What follows belongs to an exercise in optimizing a design on an open flow for small area and a short achievable clock period; a production flow would make more cautious choices. In this exercise RTL edits were held to simulation tests only and were not proved equivalent to the original. Power is estimated from default activity; no workload was simulated.

## the previous run
==> flow/design.v (excerpt) <==
module pipeline_riscv (
  input          clk,
  input          nrst,
  input  [31:0]  inst,
  input  [31:0]  data_in,
  output [31:0]  inst_addr,
  output [31:0]  data_addr,
  output [31:0]  data_out,
  output         data_wr,
  output [31:0]  pc_IF,
  output [31:0]  pc_ID,
  output [31:0]  pc_EXE,
  output [31:0]  pc_MEM,
  output [31:0]  pc_WB
  );
  reg  [31:0] pc_r;                       
  reg  [31:0] pc_id, ir;                  
  reg  [4:0]  rs2_r;                      
  reg  [18:0] pd;                         
  reg  [31:0] pc_ex, opa_r, opb_r, md_r;  
  reg  [15:0] imm_r;                      
  reg         ex_add, ex_sub, ex_slt, ex_beq, ex_bne;
  reg         ex_ld, ex_sw, ex_jal, ex_rdw;
  reg  [4:0]  ex_wa;
  reg         ex_inv;                     
  reg  [31:0] pc_mem, alu_m, md_m;        
  reg         me_ld, me_sw, me_jal, me_rdw;
  reg  [4:0]  me_wa;
  reg  [31:0] pc_wb, rd_w;                
  reg         wb_ld, wb_rdw;
  reg  [4:0]  wb_wa;
  reg  [31:0] rf [1:31];
  wire [5:0] op  = ir[5:0];
  wire [4:0] rd  = ir[10:6];
  wire [4:0] rs1 = ir[19:15];
  wire [4:0] rs2 = ir[24:20];
  wire [6:0] fn  = ir[31:25];
  wire [5:0] iop   = inst[5:0];
  wire [6:0] ifn   = inst[31:25];
  ...
Settings: LEC_CHECK=0, CAP_MARGIN=20, CORE_MARGIN=2, CORE_UTILIZATION=66, CTS_BUF_LIST=sky130_fd_sc_hd__clkbuf_16, CTS_CLUSTER_DIAMETER=80, CTS_CLUSTER_SIZE=20, PLACE_DENSITY=0.76, SETUP_SLACK_MARGIN=4, SLEW_MARGIN=20, SYNTH_HIERARCHICAL=1; clock period 7.5 ns.
standard.sh (not shown) runs the stock make flow with config.mk's settings and CLKGATE_MAP_FILE= SYNTH_SCRIPT=/design/flow/synth_recipe.tcl, a recipe that flattens the netlist after the stock synthesis.
==> flow/flow/run.sh <==
#!/bin/bash
# The standard layout (standard.sh, unchanged synthesis and steps) with two
# changes: the port buffers are buf_1 cells instead of the default delay
# buffers, and clock tree synthesis inserts no dummy loads.
set -euo pipefail
export BUFFER_PORTS_ARGS="-buffer_cell sky130_fd_sc_hd__buf_1"
export CTS_ARGS="-sink_clustering_enable -repair_clock_nets -sink_clustering_size 20 -sink_clustering_max_diameter 80 -buf_list sky130_fd_sc_hd__clkbuf_16 -dont_use_dummy_load"
bash standard.sh > standard.log 2>&1
Both conditions hold for the previous run: the flow ran to the end and the final layout passed the timing, design-rule and antenna checks.
## Diff of input files: the current run against the previous run
- a change of CORE_UTILIZATION from 66 to 69
- a change of PLACE_DENSITY from 0.76 to 0.79
==> comparison <==
Where floorplan core area is concerned, the previous run is outperformed by the current run.
In the current run relative to the previous run, clock buffer count had gone down slightly.
Delta (the current run minus the previous run): maximum frequency fell by 5.1%, part of the cycle the worst path needs higher, part of the power in combinational logic went up 0.9 points.

---

maple:
Starting RTL as in the previous note.
Design pipeline_riscv, start of the top module:
module pipeline_riscv (
  input          clk,
  input          nrst,
  input  [31:0]  inst,
  input  [31:0]  data_in,
  output [31:0]  inst_addr,
  output [31:0]  data_addr,
  output [31:0]  data_out,
  output         data_wr,
  output [31:0]  pc_IF,
  output [31:0]  pc_ID,
  output [31:0]  pc_EXE,
  output [31:0]  pc_MEM,
  output [31:0]  pc_WB
  );
==> flow/config.mk <==
export PLATFORM = sky130hd
export DESIGN_NAME = pipeline_riscv
export DESIGN_NICKNAME = pipeline_riscv
export VERILOG_FILES = /design/flow/design.v
export SDC_FILE = /design/flow/constraint.sdc
export NUM_CORES = 4
export LEC_CHECK = 0
export CAP_MARGIN = 20
export CORE_MARGIN = 2
export CORE_UTILIZATION = 57
export CTS_BUF_LIST = sky130_fd_sc_hd__clkbuf_16
export CTS_CLUSTER_DIAMETER = 80
export CTS_CLUSTER_SIZE = 20
export PLACE_DENSITY = 0.68
export SETUP_SLACK_MARGIN = 4
export SLEW_MARGIN = 20
export SYNTH_HIERARCHICAL = 1
==> flow/constraint.sdc <==
create_clock -name core_clock -period 7.5 [get_ports {clk}]
set_input_delay 1.5000 -clock core_clock [delete_from_list [all_inputs] [get_ports {clk}]]
set_output_delay 1.5000 -clock core_clock [all_outputs]
set_load 0.01 [all_outputs]
Scripts as last shown in full above: flow/flow/run.sh
--- input diff maple..cedar ---
- changing CORE_UTILIZATION from 57 to 62
- changing PLACE_DENSITY from 0.68 to 0.72
Findings:
- Summary: design area, cedar better than maple
- Compared to maple, cedar has wire length about 3.6% lower.
- Higher width of the die among cedar and maple: maple
- Setup slack at placement: cedar > maple
- | proportion of layout cells with a drive suffix above 1 | cedar vs maple | 1.1 points lower |

## what the ideal ports hide
How much do the figures lean on ideal ports? The routed layouts below were timed once more, with nothing changed but the port constraints.
Step 1 sets driving cells, clkbuf_16 on the clock port and buf_2 on the other inputs (assumed; they add their load-dependent delay and slew).
Step 2 moves the port delays by t, midway between the first and last clock arrival at a register: inputs arrive t later, outputs are due t later. That takes back most of the time a late clock gives input paths.
a / b / c = ideal / step 1 / step 2; a / b = the first two.
run	shift t [ns]	setup slack, ns	worst hold slack (ns)	worst setup path after step 2	worst data-port slew with drivers (ns)
the previous run	0.776	3.533 / 3.533 / 3.409	0.407 / 0.407 / 0.407	input to register	0.05
the current run	0.774	3.321 / 3.321 / 3.321	0.440 / 0.440 / 0.440	register to register	0.08
maple	0.769	3.500 / 3.500 / 3.396	0.438 / 0.438 / 0.438	input to register	0.08
cedar	0.750	3.628 / 3.628 / 3.469	0.422 / 0.422 / 0.422	input to register	0.05
After both steps every run listed still meets setup and hold. The setup slack of cedar, which loses most, moves by 0.000 ns with the drivers and by -0.159 ns with both steps.
